Source: an optimization exercise on an open RTL-to-GDS flow (aim: small area). Production flows keep margins and buffers that such runs may drop.
Only simulation tests tie the RTL to the original design; equivalence was not proved.
No activity file was given, so power comes from the tool's default toggle rates.

File: design/flow/design.v
`timescale 1ns / 1ps
module vga_test(
    input clk,
    input rst,
    input btn_right, btn_left, btn_up, btn_down,
    input btn_fire,
    input buzz_sw,
    output [3:0] vga_r, vga_g, vga_b,
    output hsync, vsync,
    output buzz
);
  function [15:0] addc;             
    input [15:0] a, b; input cin;
    integer i; reg c;
    begin
      c = cin;
      for (i = 0; i < 16; i = i + 1) begin
        addc[i] = a[i] ^ b[i] ^ c;
        c = (a[i] & b[i]) | (a[i] & c) | (b[i] & c);
      end
    end
  endfunction
  function [15:0] sub16; input [15:0] a, b; sub16 = addc(a, ~b, 1'b1); endfunction
  function [15:0] inc16; input [15:0] a; inc16 = addc(a, 16'd0, 1'b1); endfunction
  function [15:0] dec16; input [15:0] a; dec16 = addc(a, 16'hffff, 1'b0); endfunction
  function ge16;                    
    input [15:0] a, b;
    integer i; reg c;
    begin
      c = 1'b1;
      for (i = 0; i < 16; i = i + 1) c = (a[i] & ~b[i]) | (a[i] & c) | (~b[i] & c);
      ge16 = c;
    end
  endfunction
  function [8:0] updn9;             
    input [8:0] a; input up;
    integer i; reg c;
    begin
      c = 1'b1;
      for (i = 0; i < 9; i = i + 1) begin
        updn9[i] = a[i] ^ c;
        c = c & ~(a[i] ^ up);
      end
    end
  endfunction
  function [8:0] inc9; input [8:0] a; reg [15:0] t; begin t = inc16({7'd0, a}); inc9 = t[8:0]; end endfunction
  function [2:0] rom_user;
    input [4:0] r;
    input [4:0] c;
    begin
      case ({r, c})
        10'd133: rom_user = 3'd7;
        10'd134: rom_user = 3'd7;
        10'd135: rom_user = 3'd7;
        10'd167: rom_user = 3'd7;
        10'd168: rom_user = 3'd7;
        10'd169: rom_user = 3'd7;
        10'd202: rom_user = 3'd7;
        10'd203: rom_user = 3'd7;
        10'd228: rom_user = 3'd7;
        10'd229: rom_user = 3'd7;
        10'd230: rom_user = 3'd7;
        10'd231: rom_user = 3'd7;
        10'd234: rom_user = 3'd7;
        10'd235: rom_user = 3'd7;
        10'd260: rom_user = 3'd7;
        10'd261: rom_user = 3'd7;
        10'd262: rom_user = 3'd7;
        10'd263: rom_user = 3'd7;
        10'd266: rom_user = 3'd7;
        10'd267: rom_user = 3'd7;
        10'd298: rom_user = 3'd7;
        10'd299: rom_user = 3'd7;
        10'd304: rom_user = 3'd7;
        10'd327: rom_user = 3'd7;
        10'd328: rom_user = 3'd7;
        10'd329: rom_user = 3'd7;
        10'd334: rom_user = 3'd7;
        10'd335: rom_user = 3'd7;
        10'd336: rom_user = 3'd7;
        10'd337: rom_user = 3'd7;
        10'd357: rom_user = 3'd7;
        10'd358: rom_user = 3'd7;
        10'd359: rom_user = 3'd7;
        10'd365: rom_user = 3'd7;
        10'd366: rom_user = 3'd7;
        10'd367: rom_user = 3'd7;
        10'd368: rom_user = 3'd7;
        10'd369: rom_user = 3'd7;
        10'd370: rom_user = 3'd7;
        10'd396: rom_user = 3'd7;
        10'd397: rom_user = 3'd5;
        10'd398: rom_user = 3'd7;
        10'd399: rom_user = 3'd3;
        10'd400: rom_user = 3'd7;
        10'd401: rom_user = 3'd7;
        10'd402: rom_user = 3'd7;
        10'd403: rom_user = 3'd7;
        10'd429: rom_user = 3'd7;
        10'd430: rom_user = 3'd7;
        10'd431: rom_user = 3'd7;
        10'd432: rom_user = 3'd3;
        10'd433: rom_user = 3'd7;
        10'd434: rom_user = 3'd3;
        10'd435: rom_user = 3'd3;
        10'd461: rom_user = 3'd7;
        10'd462: rom_user = 3'd7;
        10'd463: rom_user = 3'd7;
        10'd464: rom_user = 3'd3;
        10'd465: rom_user = 3'd7;
        10'd466: rom_user = 3'd3;
        10'd467: rom_user = 3'd3;
        10'd493: rom_user = 3'd7;
        10'd494: rom_user = 3'd7;
        10'd495: rom_user = 3'd7;
        10'd496: rom_user = 3'd3;
        10'd497: rom_user = 3'd7;
        10'd498: rom_user = 3'd3;
        10'd499: rom_user = 3'd3;
        10'd525: rom_user = 3'd7;
        10'd526: rom_user = 3'd7;
        10'd527: rom_user = 3'd7;
        10'd528: rom_user = 3'd3;
        10'd529: rom_user = 3'd7;
        10'd530: rom_user = 3'd3;
        10'd531: rom_user = 3'd3;
        10'd557: rom_user = 3'd7;
        10'd558: rom_user = 3'd7;
        10'd559: rom_user = 3'd7;
        10'd560: rom_user = 3'd3;
        10'd561: rom_user = 3'd7;
        10'd562: rom_user = 3'd3;
        10'd563: rom_user = 3'd3;
        10'd589: rom_user = 3'd7;
        10'd590: rom_user = 3'd7;
        10'd591: rom_user = 3'd7;
        10'd592: rom_user = 3'd3;
        10'd593: rom_user = 3'd7;
        10'd594: rom_user = 3'd3;
        10'd595: rom_user = 3'd3;
        10'd621: rom_user = 3'd7;
        10'd622: rom_user = 3'd7;
        10'd623: rom_user = 3'd7;
        10'd624: rom_user = 3'd3;
        10'd625: rom_user = 3'd7;
        10'd626: rom_user = 3'd3;
        10'd627: rom_user = 3'd3;
        10'd653: rom_user = 3'd7;
        10'd654: rom_user = 3'd7;
        10'd655: rom_user = 3'd7;
        10'd656: rom_user = 3'd3;
        10'd657: rom_user = 3'd7;
        10'd658: rom_user = 3'd3;
        10'd659: rom_user = 3'd3;
        10'd685: rom_user = 3'd7;
        10'd686: rom_user = 3'd7;
        10'd687: rom_user = 3'd7;
        10'd688: rom_user = 3'd3;
        10'd689: rom_user = 3'd7;
        10'd690: rom_user = 3'd3;
        10'd691: rom_user = 3'd3;
        10'd717: rom_user = 3'd7;
        10'd718: rom_user = 3'd7;
        10'd719: rom_user = 3'd7;
        10'd720: rom_user = 3'd3;
        10'd721: rom_user = 3'd7;
        10'd722: rom_user = 3'd3;
        10'd723: rom_user = 3'd3;
        10'd749: rom_user = 3'd7;
        10'd750: rom_user = 3'd7;
        10'd751: rom_user = 3'd7;
        10'd752: rom_user = 3'd3;
        10'd753: rom_user = 3'd7;
        10'd754: rom_user = 3'd3;
        10'd755: rom_user = 3'd3;
        10'd781: rom_user = 3'd7;
        10'd782: rom_user = 3'd7;
        10'd783: rom_user = 3'd7;
        10'd784: rom_user = 3'd3;
        10'd785: rom_user = 3'd7;
        10'd786: rom_user = 3'd3;
        10'd787: rom_user = 3'd3;
        10'd813: rom_user = 3'd7;
        10'd814: rom_user = 3'd7;
        10'd815: rom_user = 3'd7;
        10'd816: rom_user = 3'd3;
        10'd817: rom_user = 3'd7;
        10'd818: rom_user = 3'd3;
        10'd819: rom_user = 3'd3;
        10'd845: rom_user = 3'd7;
        10'd846: rom_user = 3'd7;
        10'd847: rom_user = 3'd7;
        10'd848: rom_user = 3'd7;
        10'd849: rom_user = 3'd7;
        10'd850: rom_user = 3'd7;
        10'd851: rom_user = 3'd3;
        default: rom_user = 3'd0;
      endcase
    end
  endfunction
  function [2:0] rom_fly;
    input [4:0] r;
    input [4:0] c;
    begin
      case ({r, c})
        10'd334: rom_fly = 3'd4;
        10'd335: rom_fly = 3'd4;
        10'd336: rom_fly = 3'd4;
        10'd337: rom_fly = 3'd4;
        10'd338: rom_fly = 3'd4;
        10'd365: rom_fly = 3'd4;
        10'd366: rom_fly = 3'd4;
        10'd367: rom_fly = 3'd4;
        10'd369: rom_fly = 3'd4;
        10'd370: rom_fly = 3'd4;
        10'd371: rom_fly = 3'd4;
        10'd398: rom_fly = 3'd4;
        10'd399: rom_fly = 3'd4;
        10'd400: rom_fly = 3'd4;
        10'd401: rom_fly = 3'd4;
        10'd402: rom_fly = 3'd4;
        10'd429: rom_fly = 3'd1;
        10'd430: rom_fly = 3'd1;
        10'd431: rom_fly = 3'd1;
        10'd432: rom_fly = 3'd1;
        10'd433: rom_fly = 3'd1;
        10'd434: rom_fly = 3'd2;
        10'd462: rom_fly = 3'd1;
        10'd463: rom_fly = 3'd1;
        10'd464: rom_fly = 3'd1;
        10'd465: rom_fly = 3'd1;
        10'd492: rom_fly = 3'd7;
        10'd493: rom_fly = 3'd7;
        10'd494: rom_fly = 3'd2;
        10'd495: rom_fly = 3'd2;
        10'd496: rom_fly = 3'd2;
        10'd497: rom_fly = 3'd2;
        10'd498: rom_fly = 3'd2;
        10'd499: rom_fly = 3'd7;
        10'd500: rom_fly = 3'd7;
        10'd523: rom_fly = 3'd7;
        10'd524: rom_fly = 3'd7;
        10'd525: rom_fly = 3'd7;
        10'd526: rom_fly = 3'd7;
        10'd527: rom_fly = 3'd2;
        10'd528: rom_fly = 3'd2;
        10'd529: rom_fly = 3'd2;
        10'd530: rom_fly = 3'd7;
        10'd531: rom_fly = 3'd7;
        10'd532: rom_fly = 3'd7;
        10'd533: rom_fly = 3'd7;
        10'd553: rom_fly = 3'd7;
        10'd554: rom_fly = 3'd7;
        10'd555: rom_fly = 3'd7;
        10'd556: rom_fly = 3'd7;
        10'd557: rom_fly = 3'd7;
        10'd558: rom_fly = 3'd7;
        10'd559: rom_fly = 3'd2;
        10'd560: rom_fly = 3'd2;
        10'd561: rom_fly = 3'd2;
        10'd562: rom_fly = 3'd7;
        10'd563: rom_fly = 3'd7;
        10'd564: rom_fly = 3'd7;
        10'd565: rom_fly = 3'd7;
        10'd566: rom_fly = 3'd1;
        10'd586: rom_fly = 3'd7;
        10'd587: rom_fly = 3'd7;
        10'd588: rom_fly = 3'd7;
        10'd589: rom_fly = 3'd7;
        10'd590: rom_fly = 3'd2;
        10'd591: rom_fly = 3'd2;
        10'd592: rom_fly = 3'd2;
        10'd593: rom_fly = 3'd2;
        10'd594: rom_fly = 3'd2;
        10'd595: rom_fly = 3'd7;
        10'd596: rom_fly = 3'd7;
        10'd597: rom_fly = 3'd7;
        10'd598: rom_fly = 3'd7;
        10'd599: rom_fly = 3'd7;
        10'd616: rom_fly = 3'd7;
        10'd617: rom_fly = 3'd7;
        10'd618: rom_fly = 3'd7;
        10'd619: rom_fly = 3'd7;
        10'd620: rom_fly = 3'd7;
        10'd621: rom_fly = 3'd7;
        10'd622: rom_fly = 3'd2;
        10'd623: rom_fly = 3'd2;
        10'd624: rom_fly = 3'd2;
        10'd625: rom_fly = 3'd2;
        10'd626: rom_fly = 3'd2;
        10'd627: rom_fly = 3'd7;
        10'd628: rom_fly = 3'd7;
        10'd629: rom_fly = 3'd7;
        10'd630: rom_fly = 3'd7;
        10'd631: rom_fly = 3'd7;
        10'd632: rom_fly = 3'd7;
        10'd647: rom_fly = 3'd7;
        10'd648: rom_fly = 3'd7;
        10'd649: rom_fly = 3'd7;
        10'd650: rom_fly = 3'd7;
        10'd651: rom_fly = 3'd7;
        10'd652: rom_fly = 3'd7;
        10'd653: rom_fly = 3'd2;
        10'd654: rom_fly = 3'd2;
        10'd655: rom_fly = 3'd2;
        10'd656: rom_fly = 3'd2;
        10'd657: rom_fly = 3'd2;
        10'd658: rom_fly = 3'd2;
        10'd659: rom_fly = 3'd2;
        10'd660: rom_fly = 3'd7;
        10'd661: rom_fly = 3'd7;
        10'd662: rom_fly = 3'd7;
        10'd663: rom_fly = 3'd7;
        10'd664: rom_fly = 3'd7;
        10'd665: rom_fly = 3'd7;
        10'd679: rom_fly = 3'd7;
        10'd680: rom_fly = 3'd7;
        10'd681: rom_fly = 3'd7;
        10'd682: rom_fly = 3'd7;
        10'd683: rom_fly = 3'd7;
        10'd684: rom_fly = 3'd7;
        10'd685: rom_fly = 3'd2;
        10'd686: rom_fly = 3'd2;
        10'd687: rom_fly = 3'd2;
        10'd688: rom_fly = 3'd2;
        10'd689: rom_fly = 3'd2;
        10'd690: rom_fly = 3'd2;
        10'd691: rom_fly = 3'd2;
        10'd692: rom_fly = 3'd7;
        10'd693: rom_fly = 3'd7;
        10'd694: rom_fly = 3'd7;
        10'd695: rom_fly = 3'd7;
        10'd696: rom_fly = 3'd7;
        10'd697: rom_fly = 3'd7;
        10'd711: rom_fly = 3'd7;
        10'd712: rom_fly = 3'd7;
        10'd713: rom_fly = 3'd7;
        10'd714: rom_fly = 3'd7;
        10'd715: rom_fly = 3'd7;
        10'd716: rom_fly = 3'd7;
        10'd717: rom_fly = 3'd2;
        10'd718: rom_fly = 3'd2;
        10'd719: rom_fly = 3'd2;
        10'd720: rom_fly = 3'd2;
        10'd721: rom_fly = 3'd2;
        10'd722: rom_fly = 3'd2;
        10'd723: rom_fly = 3'd2;
        10'd724: rom_fly = 3'd7;
        10'd725: rom_fly = 3'd7;
        10'd726: rom_fly = 3'd7;
        10'd727: rom_fly = 3'd7;
        10'd728: rom_fly = 3'd7;
        10'd729: rom_fly = 3'd7;
        10'd743: rom_fly = 3'd7;
        10'd744: rom_fly = 3'd7;
        10'd746: rom_fly = 3'd7;
        10'd747: rom_fly = 3'd7;
        10'd750: rom_fly = 3'd2;
        10'd751: rom_fly = 3'd2;
        10'd752: rom_fly = 3'd2;
        10'd753: rom_fly = 3'd2;
        10'd754: rom_fly = 3'd2;
        10'd757: rom_fly = 3'd7;
        10'd758: rom_fly = 3'd7;
        10'd759: rom_fly = 3'd7;
        10'd760: rom_fly = 3'd7;
        10'd761: rom_fly = 3'd7;
        10'd776: rom_fly = 3'd7;
        10'd778: rom_fly = 3'd7;
        10'd783: rom_fly = 3'd2;
        10'd784: rom_fly = 3'd2;
        10'd785: rom_fly = 3'd2;
        10'd790: rom_fly = 3'd7;
        10'd791: rom_fly = 3'd7;
        10'd792: rom_fly = 3'd7;
        10'd793: rom_fly = 3'd7;
        default: rom_fly = 3'd0;
      endcase
    end
  endfunction
  function [95:0] row_mosq;
    input [4:0] r;
    begin
      case (r)
        5'd5: row_mosq = 96'hff8e00000000000000;
        5'd6: row_mosq = 96'hfc0000000000000000;
        5'd7: row_mosq = 96'h4fff9e0000000000000;
        5'd8: row_mosq = 96'h3fe00000000000000;
        5'd9: row_mosq = 96'h3f1c0e00000000000;
        5'd11: row_mosq = 96'he07924000000000;
        5'd12: row_mosq = 96'h140010db6000000000;
        5'd13: row_mosq = 96'h120101b6da0000000;
        5'd14: row_mosq = 96'h24920001f6020000000;
        5'd15: row_mosq = 96'h4b80001f0e3f000000;
        5'd16: row_mosq = 96'h38000000;
        5'd17: row_mosq = 96'h71c00000000281c0000;
        5'd18: row_mosq = 96'h20000000;
        5'd19: row_mosq = 96'hfc0000000000038000000;
        5'd20: row_mosq = 96'h38000000;
        default: row_mosq = 96'h0;
      endcase
    end
  endfunction
  function [2:0] rom_spider;
    input [5:0] r;
    input [5:0] c;
    begin
      case ({r, c})
        12'd31: rom_spider = 3'd3;
        12'd32: rom_spider = 3'd4;
        12'd95: rom_spider = 3'd3;
        12'd96: rom_spider = 3'd4;
        12'd159: rom_spider = 3'd3;
        12'd160: rom_spider = 3'd4;
        12'd223: rom_spider = 3'd3;
        12'd224: rom_spider = 3'd4;
        12'd287: rom_spider = 3'd3;
        12'd288: rom_spider = 3'd4;
        12'd351: rom_spider = 3'd3;
        12'd352: rom_spider = 3'd4;
        12'd415: rom_spider = 3'd3;
        12'd416: rom_spider = 3'd4;
        12'd479: rom_spider = 3'd3;
        12'd480: rom_spider = 3'd4;
        12'd543: rom_spider = 3'd3;
        12'd544: rom_spider = 3'd4;
        12'd607: rom_spider = 3'd3;
        12'd608: rom_spider = 3'd4;
        12'd671: rom_spider = 3'd3;
        12'd672: rom_spider = 3'd4;
        12'd735: rom_spider = 3'd3;
        12'd736: rom_spider = 3'd4;
        12'd799: rom_spider = 3'd3;
        12'd800: rom_spider = 3'd4;
        12'd863: rom_spider = 3'd3;
        12'd864: rom_spider = 3'd4;
        12'd919: rom_spider = 3'd4;
        12'd920: rom_spider = 3'd4;
        12'd927: rom_spider = 3'd3;
        12'd928: rom_spider = 3'd4;
        12'd935: rom_spider = 3'd4;
        12'd936: rom_spider = 3'd4;
        12'd982: rom_spider = 3'd4;
        12'd985: rom_spider = 3'd4;
        12'd991: rom_spider = 3'd3;
        12'd992: rom_spider = 3'd4;
        12'd998: rom_spider = 3'd4;
        12'd1001: rom_spider = 3'd4;
        12'd1046: rom_spider = 3'd4;
        12'd1049: rom_spider = 3'd4;
        12'd1055: rom_spider = 3'd3;
        12'd1056: rom_spider = 3'd4;
        12'd1062: rom_spider = 3'd4;
        12'd1065: rom_spider = 3'd4;
        12'd1110: rom_spider = 3'd4;
        12'd1113: rom_spider = 3'd4;
        12'd1119: rom_spider = 3'd3;
        12'd1120: rom_spider = 3'd4;
        12'd1126: rom_spider = 3'd4;
        12'd1129: rom_spider = 3'd4;
        12'd1174: rom_spider = 3'd4;
        12'd1177: rom_spider = 3'd4;
        12'd1183: rom_spider = 3'd3;
        12'd1184: rom_spider = 3'd4;
        12'd1190: rom_spider = 3'd4;
        12'd1193: rom_spider = 3'd4;
        12'd1235: rom_spider = 3'd4;
        12'd1238: rom_spider = 3'd4;
        12'd1241: rom_spider = 3'd4;
        12'd1247: rom_spider = 3'd3;
        12'd1248: rom_spider = 3'd4;
        12'd1254: rom_spider = 3'd4;
        12'd1257: rom_spider = 3'd4;
        12'd1260: rom_spider = 3'd4;
        12'd1261: rom_spider = 3'd4;
        12'd1297: rom_spider = 3'd4;
        12'd1300: rom_spider = 3'd4;
        12'd1301: rom_spider = 3'd4;
        12'd1302: rom_spider = 3'd4;
        12'd1305: rom_spider = 3'd4;
        12'd1311: rom_spider = 3'd3;
        12'd1312: rom_spider = 3'd4;
        12'd1318: rom_spider = 3'd4;
        12'd1321: rom_spider = 3'd4;
        12'd1322: rom_spider = 3'd4;
        12'd1323: rom_spider = 3'd4;
        12'd1326: rom_spider = 3'd4;
        12'd1364: rom_spider = 3'd4;
        12'd1365: rom_spider = 3'd4;
        12'd1375: rom_spider = 3'd3;
        12'd1376: rom_spider = 3'd4;
        12'd1386: rom_spider = 3'd4;
        12'd1387: rom_spider = 3'd4;
        12'd1425: rom_spider = 3'd4;
        12'd1428: rom_spider = 3'd4;
        12'd1429: rom_spider = 3'd4;
        12'd1430: rom_spider = 3'd4;
        12'd1431: rom_spider = 3'd4;
        12'd1432: rom_spider = 3'd4;
        12'd1435: rom_spider = 3'd4;
        12'd1438: rom_spider = 3'd4;
        12'd1439: rom_spider = 3'd3;
        12'd1440: rom_spider = 3'd4;
        12'd1441: rom_spider = 3'd4;
        12'd1444: rom_spider = 3'd4;
        12'd1445: rom_spider = 3'd4;
        12'd1447: rom_spider = 3'd4;
        12'd1448: rom_spider = 3'd4;
        12'd1449: rom_spider = 3'd4;
        12'd1450: rom_spider = 3'd4;
        12'd1451: rom_spider = 3'd4;
        12'd1454: rom_spider = 3'd4;
        12'd1491: rom_spider = 3'd4;
        12'd1494: rom_spider = 3'd4;
        12'd1495: rom_spider = 3'd4;
        12'd1496: rom_spider = 3'd4;
        12'd1499: rom_spider = 3'd4;
        12'd1500: rom_spider = 3'd4;
        12'd1501: rom_spider = 3'd4;
        12'd1503: rom_spider = 3'd4;
        12'd1504: rom_spider = 3'd4;
        12'd1506: rom_spider = 3'd4;
        12'd1507: rom_spider = 3'd4;
        12'd1508: rom_spider = 3'd4;
        12'd1509: rom_spider = 3'd4;
        12'd1511: rom_spider = 3'd4;
        12'd1512: rom_spider = 3'd4;
        12'd1513: rom_spider = 3'd4;
        12'd1516: rom_spider = 3'd4;
        12'd1517: rom_spider = 3'd4;
        12'd1555: rom_spider = 3'd4;
        12'd1558: rom_spider = 3'd4;
        12'd1559: rom_spider = 3'd4;
        12'd1560: rom_spider = 3'd4;
        12'd1563: rom_spider = 3'd4;
        12'd1565: rom_spider = 3'd4;
        12'd1567: rom_spider = 3'd4;
        12'd1568: rom_spider = 3'd4;
        12'd1570: rom_spider = 3'd4;
        12'd1572: rom_spider = 3'd4;
        12'd1573: rom_spider = 3'd4;
        12'd1575: rom_spider = 3'd4;
        12'd1576: rom_spider = 3'd4;
        12'd1577: rom_spider = 3'd4;
        12'd1580: rom_spider = 3'd4;
        12'd1581: rom_spider = 3'd4;
        12'd1619: rom_spider = 3'd4;
        12'd1622: rom_spider = 3'd4;
        12'd1623: rom_spider = 3'd4;
        12'd1624: rom_spider = 3'd4;
        12'd1627: rom_spider = 3'd4;
        12'd1628: rom_spider = 3'd7;
        12'd1629: rom_spider = 3'd4;
        12'd1631: rom_spider = 3'd4;
        12'd1632: rom_spider = 3'd4;
        12'd1634: rom_spider = 3'd4;
        12'd1635: rom_spider = 3'd4;
        12'd1636: rom_spider = 3'd4;
        12'd1637: rom_spider = 3'd4;
        12'd1639: rom_spider = 3'd4;
        12'd1640: rom_spider = 3'd4;
        12'd1641: rom_spider = 3'd4;
        12'd1644: rom_spider = 3'd4;
        12'd1645: rom_spider = 3'd4;
        12'd1683: rom_spider = 3'd4;
        12'd1686: rom_spider = 3'd4;
        12'd1687: rom_spider = 3'd4;
        12'd1688: rom_spider = 3'd4;
        12'd1691: rom_spider = 3'd4;
        12'd1692: rom_spider = 3'd4;
        12'd1693: rom_spider = 3'd4;
        12'd1695: rom_spider = 3'd4;
        12'd1696: rom_spider = 3'd4;
        12'd1698: rom_spider = 3'd4;
        12'd1699: rom_spider = 3'd4;
        12'd1700: rom_spider = 3'd4;
        12'd1701: rom_spider = 3'd4;
        12'd1703: rom_spider = 3'd4;
        12'd1704: rom_spider = 3'd4;
        12'd1705: rom_spider = 3'd4;
        12'd1708: rom_spider = 3'd4;
        12'd1709: rom_spider = 3'd4;
        12'd1747: rom_spider = 3'd4;
        12'd1750: rom_spider = 3'd4;
        12'd1751: rom_spider = 3'd4;
        12'd1752: rom_spider = 3'd4;
        12'd1753: rom_spider = 3'd4;
        12'd1756: rom_spider = 3'd4;
        12'd1757: rom_spider = 3'd4;
        12'd1762: rom_spider = 3'd4;
        12'd1763: rom_spider = 3'd4;
        12'd1766: rom_spider = 3'd4;
        12'd1767: rom_spider = 3'd4;
        12'd1768: rom_spider = 3'd4;
        12'd1769: rom_spider = 3'd4;
        12'd1772: rom_spider = 3'd4;
        12'd1773: rom_spider = 3'd4;
        12'd1812: rom_spider = 3'd4;
        12'd1813: rom_spider = 3'd4;
        12'd1815: rom_spider = 3'd4;
        12'd1816: rom_spider = 3'd4;
        12'd1817: rom_spider = 3'd4;
        12'd1819: rom_spider = 3'd4;
        12'd1828: rom_spider = 3'd4;
        12'd1829: rom_spider = 3'd4;
        12'd1830: rom_spider = 3'd4;
        12'd1831: rom_spider = 3'd4;
        12'd1832: rom_spider = 3'd4;
        12'd1834: rom_spider = 3'd4;
        12'd1835: rom_spider = 3'd4;
        12'd1876: rom_spider = 3'd4;
        12'd1877: rom_spider = 3'd4;
        12'd1879: rom_spider = 3'd4;
        12'd1880: rom_spider = 3'd4;
        12'd1883: rom_spider = 3'd4;
        12'd1892: rom_spider = 3'd4;
        12'd1893: rom_spider = 3'd4;
        12'd1895: rom_spider = 3'd4;
        12'd1896: rom_spider = 3'd4;
        12'd1898: rom_spider = 3'd4;
        12'd1899: rom_spider = 3'd4;
        12'd1942: rom_spider = 3'd4;
        12'd1961: rom_spider = 3'd4;
        12'd2007: rom_spider = 3'd4;
        12'd2008: rom_spider = 3'd4;
        12'd2009: rom_spider = 3'd4;
        12'd2011: rom_spider = 3'd4;
        12'd2020: rom_spider = 3'd4;
        12'd2021: rom_spider = 3'd4;
        12'd2022: rom_spider = 3'd4;
        12'd2023: rom_spider = 3'd4;
        12'd2024: rom_spider = 3'd4;
        12'd2071: rom_spider = 3'd4;
        12'd2072: rom_spider = 3'd4;
        12'd2073: rom_spider = 3'd4;
        12'd2075: rom_spider = 3'd4;
        12'd2085: rom_spider = 3'd4;
        12'd2086: rom_spider = 3'd4;
        12'd2087: rom_spider = 3'd4;
        12'd2088: rom_spider = 3'd4;
        12'd2134: rom_spider = 3'd4;
        12'd2140: rom_spider = 3'd4;
        12'd2141: rom_spider = 3'd4;
        12'd2146: rom_spider = 3'd4;
        12'd2147: rom_spider = 3'd4;
        12'd2153: rom_spider = 3'd4;
        12'd2260: rom_spider = 3'd4;
        12'd2261: rom_spider = 3'd4;
        12'd2263: rom_spider = 3'd4;
        12'd2264: rom_spider = 3'd4;
        12'd2265: rom_spider = 3'd4;
        12'd2267: rom_spider = 3'd4;
        12'd2276: rom_spider = 3'd4;
        12'd2277: rom_spider = 3'd4;
        12'd2278: rom_spider = 3'd4;
        12'd2279: rom_spider = 3'd4;
        12'd2280: rom_spider = 3'd4;
        12'd2282: rom_spider = 3'd4;
        12'd2283: rom_spider = 3'd4;
        12'd2326: rom_spider = 3'd4;
        12'd2327: rom_spider = 3'd4;
        12'd2328: rom_spider = 3'd4;
        12'd2329: rom_spider = 3'd7;
        12'd2342: rom_spider = 3'd7;
        12'd2343: rom_spider = 3'd4;
        12'd2344: rom_spider = 3'd4;
        12'd2345: rom_spider = 3'd4;
        12'd2348: rom_spider = 3'd7;
        12'd2349: rom_spider = 3'd4;
        12'd2387: rom_spider = 3'd4;
        12'd2391: rom_spider = 3'd4;
        12'd2392: rom_spider = 3'd4;
        12'd2393: rom_spider = 3'd4;
        12'd2406: rom_spider = 3'd4;
        12'd2407: rom_spider = 3'd4;
        12'd2408: rom_spider = 3'd4;
        12'd2409: rom_spider = 3'd4;
        12'd2412: rom_spider = 3'd4;
        12'd2413: rom_spider = 3'd4;
        12'd2451: rom_spider = 3'd4;
        12'd2454: rom_spider = 3'd4;
        12'd2455: rom_spider = 3'd4;
        12'd2456: rom_spider = 3'd4;
        12'd2459: rom_spider = 3'd4;
        12'd2468: rom_spider = 3'd4;
        12'd2469: rom_spider = 3'd4;
        12'd2471: rom_spider = 3'd4;
        12'd2472: rom_spider = 3'd4;
        12'd2473: rom_spider = 3'd4;
        12'd2476: rom_spider = 3'd4;
        12'd2477: rom_spider = 3'd4;
        12'd2513: rom_spider = 3'd4;
        12'd2516: rom_spider = 3'd4;
        12'd2517: rom_spider = 3'd4;
        12'd2518: rom_spider = 3'd4;
        12'd2521: rom_spider = 3'd4;
        12'd2526: rom_spider = 3'd4;
        12'd2527: rom_spider = 3'd4;
        12'd2528: rom_spider = 3'd4;
        12'd2529: rom_spider = 3'd4;
        12'd2534: rom_spider = 3'd4;
        12'd2537: rom_spider = 3'd4;
        12'd2538: rom_spider = 3'd4;
        12'd2539: rom_spider = 3'd4;
        12'd2542: rom_spider = 3'd4;
        12'd2580: rom_spider = 3'd4;
        12'd2581: rom_spider = 3'd4;
        12'd2582: rom_spider = 3'd4;
        12'd2590: rom_spider = 3'd4;
        12'd2591: rom_spider = 3'd4;
        12'd2592: rom_spider = 3'd4;
        12'd2593: rom_spider = 3'd4;
        12'd2601: rom_spider = 3'd4;
        12'd2602: rom_spider = 3'd4;
        12'd2603: rom_spider = 3'd4;
        12'd2641: rom_spider = 3'd4;
        12'd2644: rom_spider = 3'd4;
        12'd2645: rom_spider = 3'd4;
        12'd2646: rom_spider = 3'd4;
        12'd2649: rom_spider = 3'd4;
        12'd2655: rom_spider = 3'd4;
        12'd2656: rom_spider = 3'd4;
        12'd2662: rom_spider = 3'd4;
        12'd2665: rom_spider = 3'd4;
        12'd2666: rom_spider = 3'd4;
        12'd2667: rom_spider = 3'd4;
        12'd2670: rom_spider = 3'd4;
        12'd2769: rom_spider = 3'd4;
        12'd2772: rom_spider = 3'd4;
        12'd2773: rom_spider = 3'd4;
        12'd2774: rom_spider = 3'd4;
        12'd2777: rom_spider = 3'd4;
        12'd2783: rom_spider = 3'd4;
        12'd2784: rom_spider = 3'd4;
        12'd2790: rom_spider = 3'd4;
        12'd2793: rom_spider = 3'd4;
        12'd2794: rom_spider = 3'd4;
        12'd2795: rom_spider = 3'd4;
        12'd2798: rom_spider = 3'd4;
        12'd2835: rom_spider = 3'd4;
        12'd2836: rom_spider = 3'd4;
        12'd2837: rom_spider = 3'd4;
        12'd2838: rom_spider = 3'd4;
        12'd2841: rom_spider = 3'd4;
        12'd2846: rom_spider = 3'd4;
        12'd2847: rom_spider = 3'd4;
        12'd2848: rom_spider = 3'd4;
        12'd2849: rom_spider = 3'd4;
        12'd2854: rom_spider = 3'd4;
        12'd2857: rom_spider = 3'd4;
        12'd2858: rom_spider = 3'd4;
        12'd2859: rom_spider = 3'd4;
        12'd2860: rom_spider = 3'd4;
        12'd2861: rom_spider = 3'd4;
        12'd2899: rom_spider = 3'd4;
        12'd2900: rom_spider = 3'd4;
        12'd2901: rom_spider = 3'd4;
        12'd2902: rom_spider = 3'd4;
        12'd2905: rom_spider = 3'd4;
        12'd2910: rom_spider = 3'd4;
        12'd2911: rom_spider = 3'd4;
        12'd2912: rom_spider = 3'd4;
        12'd2913: rom_spider = 3'd4;
        12'd2918: rom_spider = 3'd4;
        12'd2921: rom_spider = 3'd4;
        12'd2922: rom_spider = 3'd4;
        12'd2923: rom_spider = 3'd4;
        12'd2924: rom_spider = 3'd4;
        12'd2925: rom_spider = 3'd4;
        12'd2964: rom_spider = 3'd4;
        12'd2965: rom_spider = 3'd4;
        12'd2967: rom_spider = 3'd4;
        12'd2968: rom_spider = 3'd4;
        12'd2971: rom_spider = 3'd4;
        12'd2980: rom_spider = 3'd4;
        12'd2981: rom_spider = 3'd4;
        12'd2983: rom_spider = 3'd4;
        12'd2984: rom_spider = 3'd4;
        12'd2986: rom_spider = 3'd4;
        12'd2987: rom_spider = 3'd4;
        12'd3028: rom_spider = 3'd4;
        12'd3029: rom_spider = 3'd4;
        12'd3031: rom_spider = 3'd4;
        12'd3032: rom_spider = 3'd4;
        12'd3036: rom_spider = 3'd4;
        12'd3037: rom_spider = 3'd4;
        12'd3042: rom_spider = 3'd4;
        12'd3043: rom_spider = 3'd4;
        12'd3047: rom_spider = 3'd4;
        12'd3048: rom_spider = 3'd4;
        12'd3050: rom_spider = 3'd4;
        12'd3051: rom_spider = 3'd4;
        12'd3092: rom_spider = 3'd4;
        12'd3093: rom_spider = 3'd4;
        12'd3095: rom_spider = 3'd4;
        12'd3096: rom_spider = 3'd4;
        12'd3100: rom_spider = 3'd4;
        12'd3101: rom_spider = 3'd4;
        12'd3106: rom_spider = 3'd4;
        12'd3107: rom_spider = 3'd4;
        12'd3111: rom_spider = 3'd4;
        12'd3112: rom_spider = 3'd4;
        12'd3114: rom_spider = 3'd4;
        12'd3115: rom_spider = 3'd4;
        12'd3156: rom_spider = 3'd4;
        12'd3157: rom_spider = 3'd4;
        12'd3159: rom_spider = 3'd4;
        12'd3160: rom_spider = 3'd4;
        12'd3166: rom_spider = 3'd4;
        12'd3169: rom_spider = 3'd4;
        12'd3175: rom_spider = 3'd4;
        12'd3176: rom_spider = 3'd4;
        12'd3178: rom_spider = 3'd4;
        12'd3179: rom_spider = 3'd4;
        12'd3220: rom_spider = 3'd4;
        12'd3221: rom_spider = 3'd4;
        12'd3223: rom_spider = 3'd4;
        12'd3224: rom_spider = 3'd4;
        12'd3231: rom_spider = 3'd4;
        12'd3232: rom_spider = 3'd4;
        12'd3239: rom_spider = 3'd4;
        12'd3240: rom_spider = 3'd4;
        12'd3242: rom_spider = 3'd4;
        12'd3243: rom_spider = 3'd4;
        12'd3285: rom_spider = 3'd4;
        12'd3287: rom_spider = 3'd4;
        12'd3288: rom_spider = 3'd4;
        12'd3295: rom_spider = 3'd4;
        12'd3296: rom_spider = 3'd4;
        12'd3303: rom_spider = 3'd4;
        12'd3304: rom_spider = 3'd4;
        12'd3306: rom_spider = 3'd4;
        12'd3350: rom_spider = 3'd4;
        12'd3369: rom_spider = 3'd4;
        12'd3414: rom_spider = 3'd4;
        12'd3433: rom_spider = 3'd4;
        default: rom_spider = 3'd0;
      endcase
    end
  endfunction
  localparam [1:0] S_INIT = 2'd0, S_NORMAL = 2'd1, S_BOSS = 2'd2, S_CLEAR = 2'd3;
  reg [9:0] h, v;
  reg hs, vs;
  wire [9:0] x = h, y = v;
  wire [15:0] h_inc = inc16({6'd0, h});
  wire [15:0] v_inc = inc16({6'd0, v});
  always @(posedge clk) begin
    if (rst) begin
      h <= 10'd0; v <= 10'd0;
    end else if (h == 10'd799) begin
      h <= 10'd0;
      v <= (v == 10'd524) ? 10'd0 : v_inc[9:0];
    end else
      h <= h_inc[9:0];
  end
  always @(posedge clk) begin
    if (rst) begin
      hs <= 1'b1; vs <= 1'b1;
    end else begin
      hs <= ~(ge16({6'd0, h}, 16'd656) & ~ge16({6'd0, h}, 16'd752));
      vs <= ~(v[9:1] == 9'd245);
    end
  end
  assign hsync = hs;
  assign vsync = vs;
  wire video_on = ~ge16({6'd0, h}, 16'd640) & ~ge16({6'd0, v}, 16'd480);
  reg [5:0] t33;
  wire tk33 = t33[5];
  wire [15:0] t33_inc = inc16({10'd0, t33});
  always @(posedge clk)
    if (rst || tk33) t33 <= 6'd0; else t33 <= t33_inc[5:0];
  reg [9:0] px;
  reg [8:0] py;
  wire [15:0] px_inc = inc16({6'd0, px}), px_dec = dec16({6'd0, px});
  wire [15:0] py_inc = inc16({7'd0, py}), py_dec = dec16({7'd0, py});
  always @(posedge clk) begin
    if (rst) begin
      px <= 10'd280; py <= 9'd400;
    end else if (tk33) begin
      if (btn_left && px != 10'd0) px <= px_dec[9:0];
      else if (btn_right && !ge16({6'd0, px}, 16'd608)) px <= px_inc[9:0];
      if (btn_up && py != 9'd0) py <= py_dec[8:0];
      else if (btn_down && !ge16({7'd0, py}, 16'd448)) py <= py_inc[8:0];
    end
  end
  reg [1:0] st;
  reg started, rall;
  reg [15:0] kc;                   
  reg [8:0] mc;                    
  reg sp_alive;
  reg [3:0] hp;
  reg [3:0] fa;
  reg [7:0] ma;
  wire enemy_rst = rst | rall;
  wire ftick = kc[9];
  wire mtick = (mc & 9'd500) == 9'd500;
  wire [15:0] kc_inc = inc16(kc);
  wire [15:0] mc_inc = inc16({7'd0, mc});
  always @(posedge clk) begin
    if (rst) begin
      st <= S_INIT; started <= 1'b0; rall <= 1'b0;
    end else case (st)
      S_INIT: begin st <= S_NORMAL; started <= 1'b0; rall <= 1'b0; end
      S_NORMAL: if (fa == 4'd0 && ma == 8'd0) st <= S_BOSS;
      S_BOSS: if (!started) started <= 1'b1; else if (!sp_alive) st <= S_CLEAR;
      S_CLEAR: if ((kc & 16'd50000) == 16'd50000) begin st <= S_INIT; rall <= 1'b1; end
    endcase
  end
  always @(posedge clk) begin
    if (rst || st == S_BOSS || (st == S_INIT && rall) || (st != S_CLEAR && ftick)) kc <= 16'd0;
    else kc <= kc_inc;
    if (enemy_rst || st == S_CLEAR || (st == S_BOSS && !sp_alive) || mtick) mc <= 9'd0;
    else mc <= mc_inc[8:0];
  end
  reg [7:0] act;
  reg [9:0] bs [0:7];              
  reg [8:0] by [0:7];
  reg [7:0] hit;                   
  reg prev_fire;
  wire fire = btn_fire & ~prev_fire;
  wire [15:0] px20 = addc({6'd0, px}, 16'd20, 1'b0);
  wire [7:0] fire_j;
  genvar j, i;
  generate for (j = 0; j < 8; j = j + 1) begin : bl
    if (j == 0) assign fire_j[j] = fire & ~act[0];
    else assign fire_j[j] = fire & ~act[j] & (&act[j-1:0]);
    wire [15:0] by_dec = dec16({7'd0, by[j]});
    wire by_zero = (by[j] == 9'd0);
    always @(posedge clk) begin
      if (rst) act[j] <= 1'b0;
      else if (hit[j]) act[j] <= 1'b0;
      else if (fire_j[j]) act[j] <= 1'b1;
      else if (tk33 && act[j] && by_zero) act[j] <= 1'b0;
      if (!act[j]) begin
        bs[j] <= px20[9:0];
        by[j] <= py;
      end else if (tk33 && !by_zero)
        by[j] <= by_dec[8:0];
    end
  end endgenerate
  always @(posedge clk)
    if (rst) prev_fire <= 1'b0; else prev_fire <= btn_fire;
  reg [7:0] fy;                    
  wire [15:0] fy_inc = inc16({8'd0, fy});
  wire [3:0] fcol [0:7];
  wire [15:0] fy16 = addc({8'd0, fy}, 16'd16, 1'b0);
  wire [7:0] fyin;
  wire [7:0] fly_bhit;
  wire [3:0] fly_kill_m [0:7];
  generate for (j = 0; j < 8; j = j + 1) begin : fb
    assign fyin[j] = ge16({8'd0, by[j][8:1]}, {8'd0, fy}) & ~ge16({8'd0, by[j][8:1]}, fy16);
    for (i = 0; i < 4; i = i + 1) begin : fc
      assign fcol[j][i] = ge16({6'd0, bs[j]}, 208 + 50*i) & ~ge16({6'd0, bs[j]}, 240 + 50*i);
    end
    assign fly_kill_m[j] = (act[j] & fyin[j]) ? fcol[j] : 4'd0;
    assign fly_bhit[j] = act[j] & fyin[j] & ((fcol[j] & fa) != 4'd0);
  end endgenerate
  wire [3:0] fly_kill = fly_kill_m[0] | fly_kill_m[1] | fly_kill_m[2] | fly_kill_m[3] |
                        fly_kill_m[4] | fly_kill_m[5] | fly_kill_m[6] | fly_kill_m[7];
  always @(posedge clk) begin
    if (enemy_rst) begin
      fy <= 8'd0; fa <= 4'b1111;
    end else if (ftick) begin
      fy <= ge16({8'd0, fy}, 16'd224) ? 8'd0 : fy_inc[7:0];
      fa <= fa & ~fly_kill;
    end
  end
  reg [8:0] mq [0:7];              
  reg [7:0] mdir;
  wire [7:0] xm [0:7];             
  wire [7:0] mqy, spy;
  generate for (j = 0; j < 8; j = j + 1) begin : my
    assign mqy[j] = ge16({7'd0, by[j]}, 16'd92) & ~ge16({7'd0, by[j]}, 16'd132);
    assign spy[j] = ~ge16({7'd0, by[j]}, 16'd32);
  end endgenerate
  wire [15:0] m0p20 = addc({7'd0, mq[0]}, 16'd20, 1'b0);
  generate for (j = 0; j < 8; j = j + 1) begin : x0
    assign xm[0][j] = ge16({7'd0, bs[j][9:1]}, {7'd0, mq[0]}) & ~ge16({7'd0, bs[j][9:1]}, {6'd0, m0p20[9:0]});
  end endgenerate
  reg [2:0] rc;                    
  reg [7:1] mask [0:7];
  wire [9:0] eng_s = fire ? px20[9:0] : bs[rc];
  wire [7:1] eng_x;
  wire [15:0] eng_a19 = sub16({7'd0, eng_s[9:1]}, 16'd19);
  wire eng_lo = ~ge16({7'd0, eng_s[9:1]}, 16'd19);
  generate for (i = 1; i < 8; i = i + 1) begin : en
    assign eng_x[i] = ge16({7'd0, eng_s[9:1]}, {7'd0, mq[i]}) & (eng_lo | ge16({7'd0, mq[i]}, {7'd0, eng_a19[8:0]}));
  end endgenerate
  wire [15:0] rc_inc = inc16({13'd0, rc});
  always @(posedge clk)
    if (rst) rc <= 3'd0; else if (!fire) rc <= rc_inc[2:0];
  generate for (j = 0; j < 8; j = j + 1) begin : mk
    always @(posedge clk)
      if (fire ? fire_j[j] : (rc == j)) mask[j] <= eng_x;
    for (i = 1; i < 8; i = i + 1) begin : mb
      assign xm[i][j] = mask[j][i];
    end
  end endgenerate
  wire [7:0] mq_kill;
  wire [7:0] mq_bhit_m [0:7];
  generate for (i = 0; i < 8; i = i + 1) begin : mo
    wire [7:0] hv = xm[i] & act & mqy;
    assign mq_kill[i] = ma[i] & (hv != 8'd0);
    assign mq_bhit_m[i] = ma[i] ? hv : 8'd0;
    always @(posedge clk) begin
      if (enemy_rst) begin
        mq[i] <= 30 + 60*i; mdir[i] <= 1'b1; ma[i] <= 1'b1;
      end else if (i == 0 && st == S_BOSS && !sp_alive) begin
        mq[i] <= 9'd160; mdir[i] <= 1'b1;
      end else if (mtick) begin
        mq[i] <= updn9(mq[i], mdir[i]);
        if (!ge16({7'd0, mq[i]}, 16'd6)) mdir[i] <= 1'b1;
        else if (ge16({7'd0, mq[i]}, 16'd299)) mdir[i] <= 1'b0;
        if (mq_kill[i]) ma[i] <= 1'b0;
      end
    end
  end endgenerate
  wire [7:0] mq_bhit = mq_bhit_m[0] | mq_bhit_m[1] | mq_bhit_m[2] | mq_bhit_m[3] |
                       mq_bhit_m[4] | mq_bhit_m[5] | mq_bhit_m[6] | mq_bhit_m[7];
  wire sp_on = (st == S_BOSS) & sp_alive;
  wire [7:0] sp_bhit = sp_on ? (xm[0] & act & spy) : 8'd0;
  always @(posedge clk) begin
    if (rst || st != S_BOSS) begin
      sp_alive <= 1'b0; hp <= 4'd0;
    end else if (!sp_alive) begin
      sp_alive <= 1'b1; hp <= 4'd10;
    end else if (sp_bhit != 8'd0) begin
      if (hp[3:1] != 3'd0) hp <= dec16({12'd0, hp});
      else begin hp <= 4'd0; sp_alive <= 1'b0; end
    end
  end
  always @(posedge clk)
    hit <= (enemy_rst ? 8'd0 : ((ftick ? fly_bhit : 8'd0) | (mtick ? mq_bhit : 8'd0))) |
           (rst ? 8'd0 : sp_bhit);
  reg [11:0] fc;                   
  wire [15:0] fc_inc = inc16({4'd0, fc});
  always @(posedge clk) if (rst) fc <= 12'hfff; else fc <= fc_inc[11:0];
  reg [8:0] ring [0:31];
  wire star_on;
  wire [8:0] head_in = ring[12];
  reg [8:0] head_init;
  reg [1:0] head_tap;
  always @* begin
    case (h[4:0])
      5'd0: begin head_init = 9'd25; head_tap = 2'd0; end
      5'd1: begin head_init = 9'd23; head_tap = 2'd1; end
      5'd2: begin head_init = 9'd45; head_tap = 2'd0; end
      5'd3: begin head_init = 9'd75; head_tap = 2'd1; end
      5'd4: begin head_init = 9'd37; head_tap = 2'd0; end
      5'd5: begin head_init = 9'd7; head_tap = 2'd1; end
      5'd6: begin head_init = 9'd61; head_tap = 2'd0; end
      5'd7: begin head_init = 9'd21; head_tap = 2'd1; end
      5'd8: begin head_init = 9'd6; head_tap = 2'd0; end
      5'd9: begin head_init = 9'd13; head_tap = 2'd1; end
      5'd10: begin head_init = 9'd56; head_tap = 2'd0; end
      5'd11: begin head_init = 9'd33; head_tap = 2'd1; end
      5'd12: begin head_init = 9'd1; head_tap = 2'd2; end
      5'd13: begin head_init = 9'd18; head_tap = 2'd1; end
      5'd14: begin head_init = 9'd11; head_tap = 2'd0; end
      5'd15: begin head_init = 9'd40; head_tap = 2'd1; end
      5'd16: begin head_init = 9'd8; head_tap = 2'd2; end
      5'd17: begin head_init = 9'd16; head_tap = 2'd1; end
      5'd18: begin head_init = 9'd32; head_tap = 2'd2; end
      5'd19: begin head_init = 9'd9; head_tap = 2'd1; end
      5'd20: begin head_init = 9'd5; head_tap = 2'd2; end
      5'd21: begin head_init = 9'd4; head_tap = 2'd1; end
      5'd22: begin head_init = 9'd48; head_tap = 2'd0; end
      5'd23: begin head_init = 9'd12; head_tap = 2'd1; end
      5'd24: begin head_init = 9'd3; head_tap = 2'd0; end
      5'd25: begin head_init = 9'd28; head_tap = 2'd1; end
      5'd26: begin head_init = 9'd29; head_tap = 2'd0; end
      5'd27: begin head_init = 9'd10; head_tap = 2'd1; end
      5'd28: begin head_init = 9'd19; head_tap = 2'd0; end
      5'd29: begin head_init = 9'd20; head_tap = 2'd1; end
      5'd30: begin head_init = 9'd60; head_tap = 2'd2; end
      5'd31: begin head_init = 9'd50; head_tap = 2'd1; end
    endcase
  end
  wire head_en = (head_tap == 2'd0 & (ge16({4'd0, fc}, 16'd4085) | ~ge16({4'd0, fc}, 16'd21))) |
                 (head_tap == 2'd1 & (ge16({4'd0, fc}, 16'd4086) | ~ge16({4'd0, fc}, 16'd22))) |
                 (head_tap == 2'd2 & (ge16({4'd0, fc}, 16'd1) & ~ge16({4'd0, fc}, 16'd33)));
  wire [8:0] head_base = initing ? head_init : head_in;
  wire [8:0] head_out = (initing | head_en) ? ((head_base == 9'd479) ? head_init : inc9(head_base)) : head_base;
  wire vis0 = (h == 10'd50) | (h == 10'd100) | (h == 10'd150) | (h == 10'd200) | (h == 10'd250) | (h == 10'd300) | (h == 10'd400) | (h == 10'd450) | (h == 10'd500) | (h == 10'd550) | (h == 10'd590);
  wire ton0 = vis0 & (y == {1'b0, ring[0]});
  wire vis1 = (h == 10'd110) | (h == 10'd170) | (h == 10'd200) | (h == 10'd230) | (h == 10'd260) | (h == 10'd290) | (h == 10'd320) | (h == 10'd350) | (h == 10'd380) | (h == 10'd410) | (h == 10'd440) | (h == 10'd470) | (h == 10'd500) | (h == 10'd530) | (h == 10'd560) | (h == 10'd620);
  wire ton1 = vis1 & (y == {1'b0, ring[1]});
  wire vis2 = (h == 10'd20) | (h == 10'd50) | (h == 10'd80) | (h == 10'd140) | (h == 10'd350);
  wire ton2 = vis2 & (y == {1'b0, head_out});
  reg initing;
  always @(posedge clk) if (rst) initing <= 1'b1; else if (h == 10'd799) initing <= 1'b0;
  assign star_on = (ton0 | ton1 | ton2) & ~initing;
  integer k;
  always @(posedge clk) begin
    for (k = 0; k < 32; k = k + 1) ring[k] <= ring[(k + 1) % 32];
    ring[11] <= head_out;
  end
  reg [10:0] csol, cla;
  reg tsol, tla, playing, note;
  reg [16:0] dur;
  wire srst = rst | buzz_sw;
  wire [15:0] csol_inc = inc16({5'd0, csol}), cla_inc = inc16({5'd0, cla}), dur_inc = inc16(dur[15:0]);
  always @(posedge clk) begin
    if (srst) begin
      csol <= 11'd0; tsol <= 1'b0; cla <= 11'd0; tla <= 1'b0;
    end else begin
      if (ge16({5'd0, csol}, 16'd1596)) begin csol <= 11'd0; tsol <= ~tsol; end else csol <= csol_inc[10:0];
      if (ge16({5'd0, cla}, 16'd1420)) begin cla <= 11'd0; tla <= ~tla; end else cla <= cla_inc[10:0];
    end
  end
  wire dur_end = (dur & 17'd125000) == 17'd125000;
  always @(posedge clk) begin
    if (srst) begin
      playing <= 1'b0; note <= 1'b0; dur <= 17'd0;
    end else begin
      if (btn_fire && !playing) begin
        playing <= 1'b1; note <= 1'b0; dur <= 17'd0;
      end
      if (playing) begin
        if (dur_end) begin
          dur <= 17'd0;
          if (note) playing <= 1'b0; else note <= 1'b1;
        end else
          dur <= {dur[16] ^ (&dur[15:0]), dur_inc[15:0]};
      end
    end
  end
  assign buzz = playing & (note ? tla : tsol);
  wire [15:0] ux = sub16({6'd0, x}, {6'd0, px});
  wire [15:0] uy = sub16({6'd0, y}, {7'd0, py});
  wire [2:0] ucol = (ux[9:5] == 5'd0 && uy[9:5] == 5'd0) ? rom_user(uy[4:0], ux[4:0]) : 3'd0;
  wire [7:0] bv;
  generate for (j = 0; j < 8; j = j + 1) begin : bd
    wire [15:0] dx = sub16({6'd0, bs[j]}, {6'd0, x});
    wire [15:0] dy = sub16({6'd0, y}, {7'd0, by[j]});
    assign bv[j] = act[j] & (dx[9:3] == 7'd0) & (dx[2:0] >= 3'd3) & (dx[2:0] <= 3'd6) & (dy[9:3] == 7'd0);
  end endgenerate
  wire bval = (bv != 8'd0);
  wire [15:0] sx = sub16({7'd0, x[9:1]}, {7'd0, mq[0]});
  wire [2:0] scol = (sp_alive && y[9:6] == 4'd0 && sx[8:5] == 4'd0) ? rom_spider(y[5:0], {sx[4:0], x[0]}) : 3'd0;
  wire [15:0] qy = sub16({6'd0, y}, 16'd100);
  wire [95:0] qrow = (qy[9:5] == 5'd0) ? row_mosq(qy[4:0]) : 96'd0;
  wire [2:0] qpair [0:15];
  generate for (j = 0; j < 16; j = j + 1) begin : qp
    assign qpair[j] = x[0] ? qrow[6*j+5:6*j+3] : qrow[6*j+2:6*j];
  end endgenerate
  wire [15:0] qnz;
  generate for (j = 0; j < 16; j = j + 1) begin : qn
    assign qnz[j] = (qpair[j] != 3'd0);
  end endgenerate
  wire [7:0] qc;
  wire [3:0] qlx [0:7];
  generate for (i = 0; i < 8; i = i + 1) begin : qd
    wire [15:0] dx = sub16({7'd0, x[9:1]}, {7'd0, mq[i]});
    assign qlx[i] = dx[3:0];
    assign qc[i] = ma[i] & (dx[8:4] == 5'd0) & qnz[dx[3:0]];
  end endgenerate
  wire [3:0] qwin = qc[0] ? qlx[0] : qc[1] ? qlx[1] : qc[2] ? qlx[2] : qc[3] ? qlx[3] :
                    qc[4] ? qlx[4] : qc[5] ? qlx[5] : qc[6] ? qlx[6] : qlx[7];
  wire [2:0] mcol = (qc != 8'd0) ? qpair[qwin] : 3'd0;
  wire [15:0] fdy = sub16({6'd0, y}, {7'd0, fy, 1'b0});
  wire [3:0] fin;
  generate for (i = 0; i < 4; i = i + 1) begin : fd
    assign fin[i] = fa[i] & ge16({6'd0, x}, 200 + 50*i) & ~ge16({6'd0, x}, 232 + 50*i);
  end endgenerate
  wire [4:0] flx = fin[0] ? x[4:0] - 5'd8 : fin[1] ? x[4:0] - 5'd26 : fin[2] ? x[4:0] - 5'd12 : x[4:0] - 5'd30;
  wire [2:0] fcolr = (fin != 4'd0 && fdy[9:5] == 5'd0) ? rom_fly(fdy[4:0], flx) : 3'd0;
  wire [2:0] rgb = (ucol != 0) ? ucol : bval ? 3'd7 : (scol != 0) ? scol : (mcol != 0) ? mcol :
                   (fcolr != 0) ? fcolr : star_on ? 3'd7 : 3'd0;
  assign vga_r = {4{video_on & rgb[2]}};
  assign vga_g = {4{video_on & rgb[1]}};
  assign vga_b = {4{video_on & rgb[0]}};
endmodule
File: design/flow/run.sh
#!/bin/bash
# synth_recipe.tcl (not shown) runs the flow's synth.tcl, then flattens the netlist and writes it again
# the make line also repeats each setting of config.mk as NAME=value (left out here)
make -C /OpenROAD-flow-scripts/flow DESIGN_CONFIG=/design/flow/config.mk WORK_HOME=/design/flow/orfs CLKGATE_MAP_FILE= SYNTH_SCRIPT=/design/flow/synth_recipe.tcl finish
File: design/flow/config.mk
export PLATFORM = sky130hd
export DESIGN_NAME = vga_test
export DESIGN_NICKNAME = vga_test
export VERILOG_FILES = /design/flow/design.v
export SDC_FILE = /design/flow/constraint.sdc
export NUM_CORES = 4
export LEC_CHECK = 0
export ABC_AREA = 1
export CAP_MARGIN = 20
export CORE_MARGIN = 2
export CORE_UTILIZATION = 55
export CTS_BUF_LIST = sky130_fd_sc_hd__clkbuf_8
export CTS_CLUSTER_DIAMETER = 120
export CTS_CLUSTER_SIZE = 12
export GPL_TIMING_DRIVEN = 0
export PLACE_DENSITY = 0.65
export SLEW_MARGIN = 20
export SYNTH_MEMORY_MAX_BITS = 32768
File: design/flow/constraint.sdc
create_clock -name core_clock -period 12.5 [get_ports {clk}]
set_input_delay 2.5000 -clock core_clock [delete_from_list [all_inputs] [get_ports {clk}]]
set_output_delay 2.5000 -clock core_clock [all_outputs]
set_load 0.01 [all_outputs]
==> summary.txt <==
## critical path, stage by stage, from the launching register on
cell and delay [ns]:
dfxtp_1 0.51, inv_2 0.62, fa_1 0.30, inv_1 0.06
fa_1 0.39, fa_1 0.39, fa_1 0.39, fa_1 0.41
fa_1 0.42, fa_1 0.42, fa_1 0.50, nand4_1 0.22
a2111oi_1 1.09, o2111ai_1 0.45, nand4_1 0.34, or2_2 0.25
nor2_1 0.08, nand2_1 0.07, nor2_1 0.04, a21oi_1 0.28
buf_4 0.17, clkdlybuf4s50_1 0.52
## where the power goes
part	internal (uW)	switching (uW)	total, uW
Sequential	2740	98.5	2830
Clock	557	908	1460
Combinational	305	740	1050
## layout make-up
cell class | count | area share
Buffer | 184 | 0.0156
Tap cell | 1134 | 0.0286
Clock buffer | 73 | 0.0202
Inverter | 770 | 0.0583
Timing Repair Buffer | 34 | 0.00774
Sequential cell | 762 | 0.349
Multi-Input combinational cell | 3950 | 0.516
Clock inverter | 36 | 0.00439
Antenna cell | 2 | 0.000101
## metal layers
metal  wire, um  share of wire  vias up  GRT usage
met4      11600          0.068        2      0.226
met5         15       0.000088        -          0
li1           -              -    19900          -
met1      66400           0.39    20800      0.509
met2      72700           0.43     2772      0.585
met3      20200           0.12      560     0.0984
## worst paths after layout
check,start,end,slack (ns)
max,h[1]$_SDFF_PP0_,vga_b[2],1.34
min,ring[30][1]$_DFF_P_,ring[29][1]$_DFF_P_,0.28
max reg2reg,rc[0]$_SDFFE_PP0N_,mask[6][4]$_DFFE_PP_,5.40
min reg2reg,ring[30][1]$_DFF_P_,ring[29][1]$_DFF_P_,0.28
## kinds of logic (layout without fill, tap and decap cells)
logic type,count (synthesis),after routing,synth area share
xor gates and xnor gates,79,79,0.0149
buffers and inverters,954,1097,0.0785
DFF,762,762,0.372
AOI/OAI and AO/OA,1391,1391,0.189
and+or+nand+nor,2006,2006,0.187
other,0,2,0
adders and majority gates,471,471,0.157
muxes,3,3,0.000645
## cell usage after synthesis (65+ instances only)
cell      instances
ha_1            280
o22ai_1         128
fa_1            191
o211ai_1         65
edfxtp_1        208
nand3_1         256
nor3_1          112
nor2_1          468
nand4_1         101
o21ai_0         424
a21oi_1         305
inv_1           713
nand2_1         939
dfxtp_1         554
clkbuf_1        149
o221ai_1        162
## flip-flops by register name, indices dropped and copies added (netlist names), 9 cells and up
register,flops
dur,17
bs,80
v,10
h,10
mask,56
mq,72
cla,11
csol,11
by,72
mc,9
fc,12
px,10
ring,288
py,9
kc,16
## through the flow
| step | hold WS, ns | total power, uW | setup WS (ns) | cell area [um^2] | util |
|---|---|---|---|---|---|
| finish | 0.277 | 5340 | 1.34 | 49600 | 0.593 |
| global placement | 0.310 | 3870 | 1.56 | 48200 | 0.576 |
| floorplan | 0.310 | 3500 | 4.20 | 46600 | - |
| detailed placement | 0.312 | 3890 | 2.23 | 48400 | 0.578 |
| CTS | 0.308 | 5320 | 1.44 | 49600 | 0.592 |
| global route | 0.307 | 5550 | 1.09 | 49600 | 0.593 |
==> key figures <==
Synth
  – Top cells by area in the synthesized netlist: dfxtp_1, edfxtp_1, fa_1, nand2_1, ha_1
  – Post-synthesis sequential area ratio: 0.372
  – Netlist Area Pre-Place: about 47000 um^2
  – Yosys cell types: between 80 and 90
  – Synth Area per Inst: about 8.2 um^2
  – Synth Net Count: roughly 6100
  – Yosys warnings: 6
  – #FFs+latches synth: between 700 and 800
  – Syn Inst Count: ~5700
  – EDFF count, synth: 208
  – Synth top area share: 0.238
  – Async set-reset flop share out of synthesis: 0
  – Main synth FF type: dfxtp_1
  – Leading area contributor after synthesis: dfxtp_1

Run status
  – Status: no timing/DRC/antenna violations

Flow run
  – Max-cap viol count: 0

Global routing
  – GRT Util Overall: 0.389
  – Initial antenna violation count: 4
  – Vias in the first global route: ~41000
  – Grt ovf: 0
  – Largest net degree at the start of global routing: 20
  – Global-route wire length before repair: around 250000 um

Floorplanning
  – Die H: between 200 and 300 um
  – IO Pins: 23
  – Initial core utilization: 0.557
  – Die Footprint: 87000 um^2
  – Die X: 295 um
  – Row count: about 110
  – CORE AREA: between 80000 and 90000 um^2

Timing
  – Fmax: about 90 MHz
  – Worst-Margin Slew: 1.23 ns
  – Final setup fails: 0
  – Tcrit/Tclk final: 0.893
  – Final Hold Fails: 0
  – Setup TNS: 0 ns
  – Crit path time final: roughly 11 ns
  – RSZ-0062 raised after global routing: no
  – Max transition margin: 0.178
  – Clock Skews: between 0.06 and 0.07 ns
  – Slew Viols, Final: 0

Placed design
  – IO Port Bufs: 22
  – Hpwl dp: 131000 um
  – GPL Wtd Cong: between 1 and 1.5
  – Cells after DPL: around 7000

Detailed routing
  – Post-route DRC: 0
  – Routed wire length: 171000 um
  – Total number of vias: 44000
  – Drt first-iter violations: around 5700
  – Vias/cell: 6.34
  – DRT Pass-1 Iters: 7
  – DR WL/cell: about 25 um
  – DRT antenna net count: 0

Cells and area
  – Commonest non-fill, non-tap cells in the layout: nand2_1, inv_1, dfxtp_1, nor2_1, o21ai_0
  – Ratio of cells with drive above 1 in the final layout: 0.0448
  – Multi-input logic area: between 20000 and 30000 um^2
  – Final net count: around 6300
  – Area grow syn2layout: 6.57%
  – Final Non-Filler Cells: roughly 6900
  – Commonest non-fill, non-tap cell in the layout: nand2_1
  – Register Area: 17300 um^2
  – Fill cell count: approximately 7600

Clock tree
  – CTS tree: yes
  – H-tree depth: 3
  – Root buffer cell: clkbuf_8
  – Cts hold-fix bufs: 0
  – Later-pin clock latency in the skew report: 0.76 ns
  – Post-CTS resize count: 0
  – CTS max path bufs: 3
  – Clock transition at path regs: around 0.090 ns
  – Total clock sinks: roughly 760
  – CTS Buf Count: between 70 and 80
  – Number of setup buffers added after CTS: 0

Power
  – Peak VDD IR: ~0.12 mV
  – Pwr per Cell Area: 108 nW/um^2
  – Leakage: a little over 0.02 uW

Setup path
  – Worst path required time: about 10 ns
  – Worst Path Max Fanout: 19
  – CP Class: reg -> out
  – Endpoint class of the critical path: output pin
  – Reg2Reg Depth: 25
  – CP Launch Type: flip-flop
  – Crit path DAT: 8.66 ns

Hold path
  – Hold Crit Class: reg -> reg
  – Hold Crit Depth: 0

## separate check: timing with driven ports
The flow's constraints put no driver on any port. The routed layout listed below was extracted and timed again, unchanged, in two steps.
Step 1: set_driving_cell puts a clkbuf_16 on clk and a buf_2 on each other input, an assumption about the parent block.
Step 2, shift: input delay + t, output delay - t, t = (earliest + latest rising clock arrival at the registers) / 2. This alone moves slack from input paths to output paths.
Three values: no drivers, after step 1, after step 2; two values: the first two.
t, ns: 0.799
slack for setup (ns): 1.335 / 1.268 / 2.067
latest minus earliest clock arrival (ns): 0.086 / 0.086
pins driven straight from the clock port: 1
After both steps this run still meets setup and hold. The setup slack of this run moves by -0.067 ns with the drivers and by +0.732 ns with both steps.
